This is an optimization exercise on Yosys and OpenROAD, whose aim is small area, a short achievable clock period and few clock cycles, not a production implementation.
RTL that was checked went through simulation tests only; none was proved equivalent to the original.
For run 2, only the layout was checked, not whether the RTL still works.

### design/flow/config.mk
export PLATFORM = sky130hd
export DESIGN_NAME = brv32p_muldiv
export DESIGN_NICKNAME = brv32p_muldiv
export VERILOG_FILES = /design/flow/design.v
export SDC_FILE = /design/flow/constraint.sdc
export NUM_CORES = 8
export LEC_CHECK = 0
export CAP_MARGIN = 20
export CORE_MARGIN = 2
export CORE_UTILIZATION = 45
export PLACE_DENSITY = 0.6
export SETUP_SLACK_MARGIN = 0.5
export SLEW_MARGIN = 20
### design/flow/constraint.sdc
create_clock -name core_clock -period 16.0 [get_ports {clk}]
set_input_delay 3.2000 -clock core_clock [delete_from_list [all_inputs] [get_ports {clk}]]
set_output_delay 3.2000 -clock core_clock [all_outputs]
set_load 0.01 [all_outputs]
### design/flow/design.v
module brv32p_muldiv (
  input  logic        clk,
  input  logic        rst_n,
  input  logic        start,
  input  logic        hold,        
  input  logic [2:0]  op,          
  input  logic [31:0] a,           
  input  logic [31:0] b,           
  output logic [31:0] result,
  output logic        busy,
  output logic        valid        
);
  localparam logic [2:0] MD_MUL    = 3'b000;
  localparam logic [2:0] MD_MULH   = 3'b001;
  localparam logic [2:0] MD_MULHSU = 3'b010;
  localparam logic [2:0] MD_MULHU  = 3'b011;
  localparam logic [2:0] MD_DIV    = 3'b100;
  localparam logic [2:0] MD_DIVU   = 3'b101;
  localparam logic [2:0] MD_REM    = 3'b110;
  localparam logic [2:0] MD_REMU   = 3'b111;
  logic signed [63:0] mul_ss;
  logic signed [63:0] mul_su;
  logic        [63:0] mul_uu;
  assign mul_ss = $signed(a) * $signed(b);
  assign mul_su = $signed(a) * $signed({1'b0, b});
  assign mul_uu = $unsigned(a) * $unsigned(b);
  logic        div_active;
  logic [5:0]  div_count;
  logic        div_signed;
  logic        div_rem;
  logic        negate_result;
  logic        negate_remainder;
  logic [31:0] dividend;
  logic [31:0] divisor_reg;
  logic [63:0] div_acc;     
  logic [31:0] div_result;
  logic        div_done;
  assign div_done = div_active && (div_count == 6'd32);
  logic is_div_op;
  logic div_launch;
  assign is_div_op  = (op == MD_DIV || op == MD_DIVU || op == MD_REM || op == MD_REMU);
  assign div_launch = start && !div_active && is_div_op;
  always_ff @(posedge clk or negedge rst_n) begin
    if (!rst_n) begin
      div_active       <= 1'b0;
      div_count        <= 6'd0;
      div_acc          <= 64'd0;
      divisor_reg      <= 32'd0;
      div_signed       <= 1'b0;
      div_rem          <= 1'b0;
      negate_result    <= 1'b0;
      negate_remainder <= 1'b0;
    end else if (div_launch) begin
      div_active <= 1'b1;
      div_count  <= 6'd0;
      div_signed <= (op == MD_DIV) || (op == MD_REM);
      div_rem    <= (op == MD_REM) || (op == MD_REMU);
      if ((op == MD_DIV) || (op == MD_REM)) begin
        logic [31:0] abs_a, abs_b;
        abs_a = a[31] ? (~a + 1) : a;
        abs_b = b[31] ? (~b + 1) : b;
        div_acc     <= {32'd0, abs_a};
        divisor_reg <= abs_b;
        negate_result    <= a[31] ^ b[31];
        negate_remainder <= a[31];
      end else begin
        div_acc     <= {32'd0, a};
        divisor_reg <= b;
        negate_result    <= 1'b0;
        negate_remainder <= 1'b0;
      end
    end else if (div_active) begin
      if (div_count < 6'd32) begin
        logic [32:0] rem_sh;
        logic [33:0] diff;
        rem_sh = {div_acc[63:32], div_acc[31]};
        diff   = {1'b0, rem_sh} - {2'b0, divisor_reg};
        if (!diff[33]) begin
          div_acc <= {diff[31:0], div_acc[30:0], 1'b1};
        end else begin
          div_acc <= {rem_sh[31:0], div_acc[30:0], 1'b0};
        end
        div_count <= div_count + 1'b1;
      end else if (!hold) begin
        div_active <= 1'b0;
      end
    end
  end
  always_comb begin
    if (div_rem) begin
      div_result = negate_remainder ? (~div_acc[63:32] + 1) : div_acc[63:32];
    end else begin
      div_result = negate_result ? (~div_acc[31:0] + 1) : div_acc[31:0];
    end
    if (divisor_reg == 32'd0) begin
      if (div_rem)
        div_result = dividend;
      else
        div_result = 32'hFFFF_FFFF;
    end
  end
  logic is_mul;
  assign is_mul = (op == MD_MUL || op == MD_MULH || op == MD_MULHSU || op == MD_MULHU);
  always_comb begin
    valid  = 1'b0;
    busy   = div_launch || (div_active && !div_done);
    result = 32'b0;
    if (start && !div_active && is_mul) begin
      valid = 1'b1;
      case (op)
        MD_MUL:    result = mul_ss[31:0];
        MD_MULH:   result = mul_ss[63:32];
        MD_MULHSU: result = mul_su[63:32];
        MD_MULHU:  result = mul_uu[63:32];
        default:   result = 32'b0;
      endcase
    end else if (div_done) begin
      valid  = 1'b1;
      result = div_result;
    end
  end
  always_ff @(posedge clk) begin
    if (div_launch)
      dividend <= a;
  end
endmodule
### design/flow/run.sh
#!/bin/bash
# synth_recipe.tcl (not shown) runs the flow's synth.tcl, then flattens the netlist and writes it again
# the make line also repeats each setting of config.mk as NAME=value (left out here)
make -C /OpenROAD-flow-scripts/flow DESIGN_CONFIG=/design/flow/config.mk WORK_HOME=/design/flow/orfs CLKGATE_MAP_FILE= SYNTH_SCRIPT=/design/flow/synth_recipe.tcl finish
==> results of run 1 <==
==> layout make-up <==
class / count / area (um2) / area share
Multi-Input combinational cell: 6140 / 72700 / 0.770
Inverter: 2762 / 10400 / 0.110
Timing Repair Buffer: 443 / 4020 / 0.0426
Sequential cell: 138 / 3610 / 0.0382
Tap cell: 2542 / 3180 / 0.0337
Clock buffer: 18 / 450 / 0.00477
Clock inverter: 14 / 98.8 / 0.00105
Antenna cell: 12 / 30.0 / 0.000318
==> metal layers <==
metal  vias to the layer above  part of all wire
li1                      28136                 -
met1                     34082              0.40
met2                      2292              0.48
met3                       573             0.062
met4                         6             0.060
met5                         -           0.00013
==> synthesized netlist by cell type, types with 10 or more instances <==
cell type	instances
mux2i_1	28
nand2b_1	26
o21a_1	26
o41ai_1	13
nand4_1	39
a221oi_1	26
nor4_1	23
and2_1	426
xnor2_1	156
nand3_1	57
nor2b_1	21
a22oi_1	46
o21ai_0	267
or4_1	10
o21ai_1	18
a211oi_1	30
a221o_1	13
or3_1	28
fa_1	2276
buf_1	37
o22ai_1	18
clkbuf_1	338
o211ai_1	25
dfrtp_1	106
ha_1	698
xor2_1	123
and3_1	25
o21bai_1	25
nor2_1	228
inv_1	2761
o221ai_1	10
a21oi_1	262
nand2_1	862
a21o_1	79
edfxtp_1	32
a31oi_1	30
o31ai_1	33
nor3_1	42
==> cell families after synthesis <==
kind of cell | after synthesis
simple gates | 1831
mux | 30
xor+xnor | 280
buf+inv | 3142
compound gates | 1025
flops | 138
fa+ha+maj | 2974
==> per-stage QoR <==
step / setup WS [ps] / TNS, ps / util
finish: 655 / 0 / 0.486
global route: 499 / 0 / 0.486
CTS: 440 / 0 / 0.484
detailed placement: -221 / -1020 / 0.480
global placement: -663 / -3940 / 0.480
floorplan: 1600 / 0 / -
==> critical path: cells and delay by family <==
kind	cells	cell delay [ps]
compound gates	5	1060
fa+ha+maj	9	4380
xor+xnor	1	190
buf+inv	12	2250
simple gates	4	1010
==> worst max path at each step <==
stage                  to  cells past startpoint  start  slack, ps
6_report       result[26]                     31  b[18]        650
5_1_grt         result[1]                     30   b[1]        500
4_1_cts        result[26]                     31   b[5]        440
3_3_place_gp   result[27]                     27  a[17]       -660
2_1_floorplan  result[28]                     30  a[31]       1600
3_5_place_dp   result[29]                     27  a[17]       -220
==> timing repair <==
action | CTS | global route
endpoints found under the setup margin | 29 | 25
gates cloned | 0 | 2
resized for setup | 54 | 104
buffers inserted | 2 | 5
pin swaps | 3 | 10
==> impl_results.md, run 1 <==
- Status: timing/DRC/antenna clean
- Main combinational cell family by area after synthesis: adder cells
- All-Layer GR Usage: 0.318
- Post-synthesis cell count: between 9000 and 10000
- Die X-Extent: approximately 450 um
- Worst endpoint data arrival time: between 10000 and 15000 ps
- Post-synth ARST share: 0.768
- CTS max path bufs: 2
- Max reg flops: 64
- First-pass GRT wire length: 465000 um
- WP data required: between 10000 and 15000 ps
- Synth warn: 1
- WL per Instance: 25.5 um
- Port Buf Inserts: around 100
- Post-synth EDFFs: 32
- Crit-path max cell delay: 650 ps
- Synth top area cells: fa_1 (52%), inv_1 (12%), ha_1 (9.9%), nand2_1 (3.7%), and2_1 (3.0%)
- FMAX: approximately 65 MHz
- Crit share post-route: 0.959
- Endpoints failing setup: 0
- Cell taking the most area after synthesis: fa_1
- Slew Limit Headroom: 0.231
- Core area: ~200000 um2
- Die Area: 199000 um2
- Synth top area share: 0.519
- GRT met1 Usage: 0.411
- Worst-skew pair later-pin latency: approximately 460 ps
- Dpl cells: about 12000
- Mux cell area share after synthesis: 0.00345
- TritonCTS Buffers: 17
- Post-route ant nets: 0
- Hold_sp: divisor_reg[4]
- CP endpoint kind: primary output
- Max-cap violations: 0
- P&R area growth vs syn: 7.62%
- Origin of the critical flop-to-flop path: div_acc[41]
- Yosys reg bits: approximately 140
- TritonCTS clock tree: done
- Placed cell area: ~93000 um2
- Setup slack, reg-to-reg: ~12000 ps
- M3 GR Usage: 0.0379
- CP dominant cell by count: fa_1
- Hold Fails Final Rpt: 0
- Worst Hold Path Cells: 2
- DRC: 0
- Ys flop type: dfrtp_1
- Final instance area: between 90000 and 100000 um2
- Top Ports: 105
- CTS clk-pin slew, worst paths: 60 ps
- HP Class: flip-flop to flip-flop
- Total number of vias: 65089
- Worst-margin pin slew: roughly 1200 ps
- Reg2Reg Depth: 12
- Routed WL: 307000 um
- Mean post-synth cell area: approximately 9.3 um2
- Sequential share of the synthesized area: 0.0412
- Simple-gate share of the synthesized area: 0.0996
- Fin Clk Skew: around 18 ps
- Vias/cell: 5.39
- Antenna violations before repair: 25
- Gr ovfl total: 0
- Min Hold Slack: 525 ps
- FF-to-FF End: div_acc[47]
- Synthesized cell area: roughly 88000 um2
- Crit path max fanout: 9
- DRT iter0 DRCs: 4700
- Synth unique cells: just over 90
- Fill cells: around 18000
- Ratio of cells with drive above 1 in the final layout: 0.0565
- Nets: around 13000
- Met2 usage: 0.532
- Xor-xnor portion of the synthesized cell area: 0.0280
- Critical path class: input port to primary output
- Most Crowded Layer GR: met2
- Largest net degree at the start of global routing: 97
- Pre-antenna DRT Iters: 5
- Crit-path slowest cell: fa_1
- Commonest non-fill, non-tap cells in the layout: inv_1 (2759), fa_1 (2271), nand2_1 (860)
- Htree depth: 4
- Net Count, Synth: 12465
- Final cell count without fillers: approximately 12000
- Unrepaired setup endpoints after global routing: false
- Synth Area in Compound Gates: 0.0749
- Routability cong.: between 0.9 and 1
- Most common cell after layout, fill and taps aside: inv_1
- CTS root buffer: clkbuf_16
- Die Y: between 400 and 500 um
- Post-Synth Adder-Cell Area: 0.618
- # clock sinks: 138
- Final Critical Period: about 15000 ps
- Cts-stage hold buffer count: 0
- Worst Hold Path EP: divisor_reg[4]
- Cell Rows: ~160
- Pins Over Slew Limit: 0
- Initial Util: 0.452
- Vias in the first global route: 72059
- Worst setup SP type: input port
- Dpl hpwl: 271000 um
Testbench counts, summed over its fixed seeds: cycles 103,146.
==> run 2, diff against run 1 <==
==> design/flow/design.v (replaced) <==
module brv32p_muldiv (
  input  logic        clk,
  input  logic        rst_n,
  input  logic        start,
  input  logic        hold,        
  input  logic [2:0]  op,          
  input  logic [31:0] a,           
  input  logic [31:0] b,           
  output logic [31:0] result,
  output logic        busy,
  output logic        valid        
);
  localparam logic [2:0] MD_MUL    = 3'b000;
  localparam logic [2:0] MD_MULH   = 3'b001;
  localparam logic [2:0] MD_MULHSU = 3'b010;
  localparam logic [2:0] MD_MULHU  = 3'b011;
  localparam logic [2:0] MD_DIV    = 3'b100;
  localparam logic [2:0] MD_DIVU   = 3'b101;
  localparam logic [2:0] MD_REM    = 3'b110;
  localparam logic [2:0] MD_REMU   = 3'b111;
  logic        mul_sa, mul_sb;
  logic [32:0] mx;                             
  logic [34:0] my;                             
  assign mul_sa = (op[1:0] == 2'b01) || (op[1:0] == 2'b10);
  assign mul_sb = (op[1:0] == 2'b01);
  assign mx = {mul_sa & a[31], a};
  assign my = {{2{mul_sb & b[31]}}, b, 1'b0};
  logic [65:0] pp_row [18];
  logic [16:0] pp_neg;
  always_comb begin
    for (int k = 0; k < 17; k++) begin
      logic y0, y1, y2, one, two, neg;
      logic [33:0] mag, pp;
      y0  = my[2*k];
      y1  = my[2*k+1];
      y2  = my[2*k+2];
      neg = y2 & ~(y1 & y0);
      one = y1 ^ y0;
      two = (y2 & ~y1 & ~y0) | (~y2 & y1 & y0);
      mag = ({34{one}} & {mx[32], mx}) | ({34{two}} & {mx, 1'b0});
      pp  = mag ^ {34{neg}};
      pp_neg[k] = neg;
      pp_row[k] = ({32'd0, ~pp[33], pp[32:0]} << (2*k))
                | ((k > 0) ? ({65'd0, pp_neg[k-1]} << (2*k-2)) : 66'd0);
    end
    pp_row[17] = ({65'd0, pp_neg[16]} << 32) | 66'h1_5555_5556_0000_0000;
  end
  logic [65:0] prod;
  assign prod = pp_row[0]  + pp_row[1]  + pp_row[2]  + pp_row[3]  + pp_row[4]  + pp_row[5]
              + pp_row[6]  + pp_row[7]  + pp_row[8]  + pp_row[9]  + pp_row[10] + pp_row[11]
              + pp_row[12] + pp_row[13] + pp_row[14] + pp_row[15] + pp_row[16] + pp_row[17];
  logic        div_signed;
  logic        a_neg, b_neg, d_cin;
  logic [31:0] abs_a, b_nx, b_mag;
  assign div_signed = ~op[0];                  
  assign a_neg = div_signed & a[31];
  assign b_neg = div_signed & b[31];
  assign d_cin = ~b_neg;
  assign abs_a = a_neg ? (~a + 32'd1) : a;
  assign b_nx  = b_neg ? b : ~b;               
  assign b_mag = ~b_nx;                        
  logic b_zero, a_lt_b;
  logic [32:0] cmp;
  assign b_zero = (b == 32'd0);
  assign cmp    = {1'b0, abs_a} + {1'b1, b_nx} + {32'd0, d_cin};
  assign a_lt_b = cmp[32];
  function automatic logic [5:0] bitlen(input logic [31:0] x);
    logic [15:0] z1; logic [15:0] c1;
    logic [7:0]  z2; logic [15:0] c2;
    logic [3:0]  z3; logic [11:0] c3;
    logic [1:0]  z4; logic [7:0]  c4;
    logic        z5; logic [4:0]  c5;
    for (int i = 0; i < 16; i++) begin
      z1[i] = ~(x[2*i+1] | x[2*i]);
      c1[i] = ~x[2*i+1];
    end
    for (int i = 0; i < 8; i++) begin
      z2[i] = z1[2*i+1] & z1[2*i];
      c2[2*i +: 2] = z1[2*i+1] ? {1'b1, c1[2*i]} : {1'b0, c1[2*i+1]};
    end
    for (int i = 0; i < 4; i++) begin
      z3[i] = z2[2*i+1] & z2[2*i];
      c3[3*i +: 3] = z2[2*i+1] ? {1'b1, c2[4*i +: 2]} : {1'b0, c2[4*i+2 +: 2]};
    end
    for (int i = 0; i < 2; i++) begin
      z4[i] = z3[2*i+1] & z3[2*i];
      c4[4*i +: 4] = z3[2*i+1] ? {1'b1, c3[6*i +: 3]} : {1'b0, c3[6*i+3 +: 3]};
    end
    z5 = z4[1] & z4[0];
    c5 = z4[1] ? {1'b1, c4[3:0]} : {1'b0, c4[7:4]};
    bitlen = z5 ? 6'd0 : (6'd32 - {1'b0, c5});
  endfunction
  logic [5:0] len_a, len_b;
  assign len_a = bitlen(abs_a);
  assign len_b = (b_mag == 32'd0) ? 6'd1 : bitlen(b_mag);
  logic [5:0] q_bits;
  logic [2:0] k_m1;
  assign q_bits = len_a - len_b + 6'd1;
  assign k_m1   = 3'((q_bits - 6'd1) >> 2);
  logic [35:0] d_init;
  always_comb begin
    logic [35:0] d3;
    d3 = {1'b1, b_nx, {3{d_cin}}};          
    d_init = d3;
    case (k_m1)
      3'd0: d_init = d3;
      3'd1: d_init = {d3[31:0], {4{d_cin}}};
      3'd2: d_init = {d3[27:0], {8{d_cin}}};
      3'd3: d_init = {d3[23:0], {12{d_cin}}};
      3'd4: d_init = {d3[19:0], {16{d_cin}}};
      3'd5: d_init = {d3[15:0], {20{d_cin}}};
      3'd6: d_init = {d3[11:0], {24{d_cin}}};
      default: d_init = {d3[7:0], {28{d_cin}}};
    endcase
  end
  logic        div_active;
  logic [2:0]  div_cnt;                        
  logic        div_rem;
  logic        neg_q, neg_r, cin_r;
  logic [31:0] rem_r, quo_r;
  logic [35:0] dv_r;
  logic is_div_op, div_launch, div_fast;
  assign is_div_op  = op[2];
  assign div_fast   = b_zero | a_lt_b;
  assign div_launch = start && !div_active && is_div_op && !div_fast;
  logic [31:0] rem_n, quo_n;
  logic [35:0] dv_n;
  always_comb begin
    logic [31:0] rm;
    logic [35:0] dv, diff;
    rm = rem_r;
    dv = dv_r;
    quo_n = quo_r;
    for (int s = 0; s < 4; s++) begin
      diff = {4'd0, rm} + dv + {35'd0, cin_r};
      if (!diff[35])
        rm = diff[31:0];
      quo_n = {quo_n[30:0], ~diff[35]};
      dv = {dv[35], dv[35:1]};
    end
    rem_n = rm;
    dv_n  = dv;
  end
  logic div_last;
  assign div_last = div_active && (div_cnt == 3'd0);
  always_ff @(posedge clk or negedge rst_n) begin
    if (!rst_n) begin
      div_active <= 1'b0;
    end else if (div_launch) begin
      div_active <= 1'b1;
    end else if (div_last && !hold) begin
      div_active <= 1'b0;
    end
  end
  always_ff @(posedge clk) begin
    if (div_launch) begin
      div_cnt <= k_m1;
      div_rem <= op[1];
      neg_q   <= a_neg ^ b_neg;
      neg_r   <= a_neg;
      cin_r   <= d_cin;
      rem_r   <= abs_a;
      quo_r   <= 32'd0;
      dv_r    <= d_init;
    end else if (div_active && !div_last) begin
      div_cnt <= div_cnt - 3'd1;
      rem_r   <= rem_n;
      quo_r   <= quo_n;
      dv_r    <= dv_n;
    end
  end
  logic [31:0] div_result;
  always_comb begin
    logic        ng;
    logic [31:0] sel;
    sel = div_rem ? rem_n : quo_n;
    ng  = div_rem ? neg_r : neg_q;
    div_result = (sel ^ {32{ng}}) + {31'd0, ng};
  end
  logic [31:0] fast_result;
  assign fast_result = op[1] ? a : {32{b_zero}};
  always_comb begin
    valid  = 1'b0;
    busy   = 1'b0;
    result = 32'b0;
    if (start) begin
      if (div_active) begin
        valid  = div_last;
        busy   = !div_last;
        result = div_result;
      end else if (!is_div_op) begin
        valid  = 1'b1;
        result = (op[1:0] == 2'b00) ? prod[31:0] : prod[63:32];
      end else if (div_fast) begin
        valid  = 1'b1;
        result = fast_result;
      end else begin
        busy   = 1'b1;
      end
    end
  end
endmodule
==> run 2 against run 1 <==
Against the previous run: clock skew down 1.8 ps; non-clock buffer count is 503 higher; area after synthesis is 44% lower; global-route usage grew 8.6 points; core utilization is 6.0 points higher; critical path depth up 25; synthesized cell count down 34%; critical path type is now flip-flop to primary output; first-iteration DRC count grew 37%; clock-buffer cell count fell by 8; still clean.
==> impl_results.md, run 2 <==
- Initial Util: 0.452
- Sequential share of the synthesized area: 0.0580
- CTS root buffer: clkbuf_16
- Die Area: 111000 um2
- Worst setup SP type: flip-flop
- Antenna violations before repair: 8
- Post-Synth Adder-Cell Area: 0.295
- Synth warn: 2
- Gr ovfl total: 0
- Cts-stage hold buffer count: 0
- Commonest non-fill, non-tap cells in the layout: buf_4 (774), xnor2_1 (529), inv_1 (523)
- Endpoints failing setup: 0
- Pre-antenna DRT Iters: 6
- First-pass GRT wire length: 339000 um
- Final instance area: just under 60000 um2
- Synth unique cells: 120
- Simple-gate share of the synthesized area: 0.145
- DRT iter0 DRCs: 6420
- DRC: 0
- Setup slack at placement: -685 ps
- Ratio of cells with drive above 1 in the final layout: 0.203
- TritonCTS clock tree: done
- Cell Rows: between 100 and 150
- Post-synth EDFFs: 75
- TritonCTS Buffers: 9
- Most common cell after layout, fill and taps aside: buf_4
- Unrepaired setup endpoints after global routing: true
- Post-synthesis cell count: 6202
- Ys flop type: edfxtp_1
- Placed cell area: between 50000 and 60000 um2
- Port Buf Inserts: roughly 100
- Post-route ant nets: 0
- Reg with most FFs: dv_r
- Crit share post-route: 0.977
- CTS max path bufs: 2
- Mux cell area share after synthesis: 0.0148
- Die Y: 334 um
- Core area: roughly 110000 um2
- Worst endpoint data arrival time: between 10000 and 15000 ps
- Total number of vias: around 52000
- Top post-synthesis cells by count: xnor2_1 (540), inv_1 (531), a22oi_1 (476)
- Synth top area share: 0.193
- # clock sinks: 104
- Cell taking the most area after synthesis: fa_1
- Setup ws final: ~370 ps
- Final Critical Period: between 15000 and 20000 ps
- WL per Instance: ~29 um
- Origin of the critical flop-to-flop path: rem_r[15]
- Post-synth ARST share: 0.00962
- Top Ports: roughly 110
- Routability cong.: approximately 1.0
- CP endpoint: result[28]
- Critical path launch point: rem_r[15]
- Synthesized cell area: a little under 50000 um2
- Yosys reg bits: between 100 and 150
- Largest net degree at the start of global routing: 76
- Min Hold Slack: 460 ps
- Reg2Reg Depth: between 40 and 50
- Max-cap violations: 0
- Routed WL: ~230000 um
- Max reg flops: 36
- Synth top area cells: fa_1 (19%), ha_1 (10%), xnor2_1 (9.7%), a22oi_1 (7.3%), xor2_1 (4.8%)
- CP endpoint kind: primary output
- CP dominant cell by count: buf_4
- Most common cell in the netlist: xnor2_1
- Worst-skew pair later-pin latency: around 400 ps
- Status: timing/DRC/antenna clean
- Die X-Extent: roughly 330 um
- Vias/cell: 6.50
- All-Layer GR Usage: 0.405
- Crit path max fanout: 16
- Crit-path max cell delay: 580 ps
- Vias in the first global route: roughly 51000
- Main combinational cell family by area after synthesis: adder cells
- Mean post-synth cell area: 7.89 um2
- Crit-path slowest cell: or4_4
- Critical path class: flip-flop to primary output
- Synth Area in Compound Gates: 0.256
- Htree depth: 3
- FMAX: between 60 and 70 MHz
- Hold Fails Final Rpt: 0
- CTS clk-pin slew, worst paths: 80 ps
- P&R area growth vs syn: 21.0%
- Dpl hpwl: around 180000 um
- Nets: about 7600
- Xor-xnor portion of the synthesized cell area: 0.147
- HP Class: flip-flop to flip-flop
- Net Count, Synth: between 7000 and 8000
- Worst-margin pin slew: 1230 ps
- WP data required: about 13000 ps
- Fin Clk Skew: about 16 ps
- Setup slack, reg-to-reg: roughly 5000 ps
- FF-to-FF End: rem_r[14]
- Pins Over Slew Limit: 0
- Slew Limit Headroom: 0.181
[run 2: changes by cell type after synthesis, moves of 59 or more]
cell,change
nor3_1,+60
and2_1,-364
dfrtp_1,-105
xor2_1,+145
xnor2_1,+384
nand2_1,-420
fa_1,-1803
a21oi_1,+133
nor2_1,+83
a22oi_1,+430
inv_1,-2230
nand3_1,+59
clkbuf_1,+80
ha_1,-301
[run 2: how the worst min path moves through the flow]
| stage | start | to | depth (start not counted) | slack [ps] |
|---|---|---|---|---|
| floorplan | quo_r[26] | quo_r[26] | 2 | 440 |
| global route | quo_r[8] | quo_r[8] | 2 | 490 |
| global placement | quo_r[27] | quo_r[27] | 2 | 450 |
| detailed placement | quo_r[27] | quo_r[27] | 2 | 450 |
| finish | quo_r[27] | quo_r[27] | 2 | 460 |
| CTS | quo_r[27] | quo_r[27] | 2 | 460 |
[run 2: per-layer routing]
layer  share of wire  vias to the layer above  global-route usage
met4           0.076                        6               0.252
met2            0.44                     3274               0.625
met1            0.39                    25504               0.516
li1                -                    22694                   -
met3            0.10                      786              0.0849
met5         0.00014                        -                   0
[run 2: cell families after synthesis]
group	Yosys count
DFF	104
other	1
buffers and inverters	1080
xor gates and xnor gates	813
muxes	71
and+or+nand+nor	1429
adders and majority gates	870
AOI/OAI and AO/OA	1834
[run 2: layout make-up]
type                    instances  area (um2)
inverters                     541        2040
clock inverters                 6        85.1
clock buffers                  10         229
multi-input cells            5018       44300
flip-flops and latches        104        2840
diodes                          1        2.50
well taps                    1414        1770
repair buffers                946        7940
fillers                     10348       49200
[run 2: worst max-delay path, delay by kind of cell, from the launching register on]
family	cells	cell delay, ps
buf+inv	18	2920
mux	1	130
fa+ha+maj	4	1190
flops	1	500
compound gates	12	3440
simple gates	21	3810
[run 2: timing repair]
action                                  4_1_cts  5_1_grt
buffers inserted                             46       68
gates cloned                                  1        5
gates resized for setup                     192      282
pin swaps                                    57      144
endpoints found under the setup margin       31       30
[run 2: per-stage QoR]
step | TNS [ps] | instances | util
final | 0 | 8040 | 0.546
after global placement | -6100 | 7902 | 0.513
after floorplan | 0 | 6202 | -
after CTS | 0 | 7966 | 0.529
after detailed placement | -7710 | 7903 | 0.513
after global routing | 0 | 8039 | 0.546

[separate check: timing with driven ports]
The results above use ideal ports. As a check the final layouts listed here were re-extracted and re-timed, cells and wires unchanged.
Step 1: set_driving_cell puts a clkbuf_16 on clk and a buf_2 on each other input, an assumption about the parent block.
Step 2 also shifts input and output timing later by t, the mid clock arrival at the registers, as if the neighbouring blocks saw the same clock.
Slacks: ideal ports / drivers / drivers and shift; pairs: ideal ports / drivers.
| run | t, ns | setup slack, ns | clock arrival spread, ns | cell pins on the clock port's net |
|---|---|---|---|---|
| run 1 | 0.497 | 0.655 / 0.518 / 0.518 | 0.024 / 0.024 | 1 |
| run 2 | 0.475 | 0.372 / 0.291 / 0.506 | 0.016 / 0.016 | 1 |
After both steps every run listed still meets setup and hold. The setup slack of run 1, which loses most, moves by -0.137 ns with the drivers and by -0.137 ns with both steps.
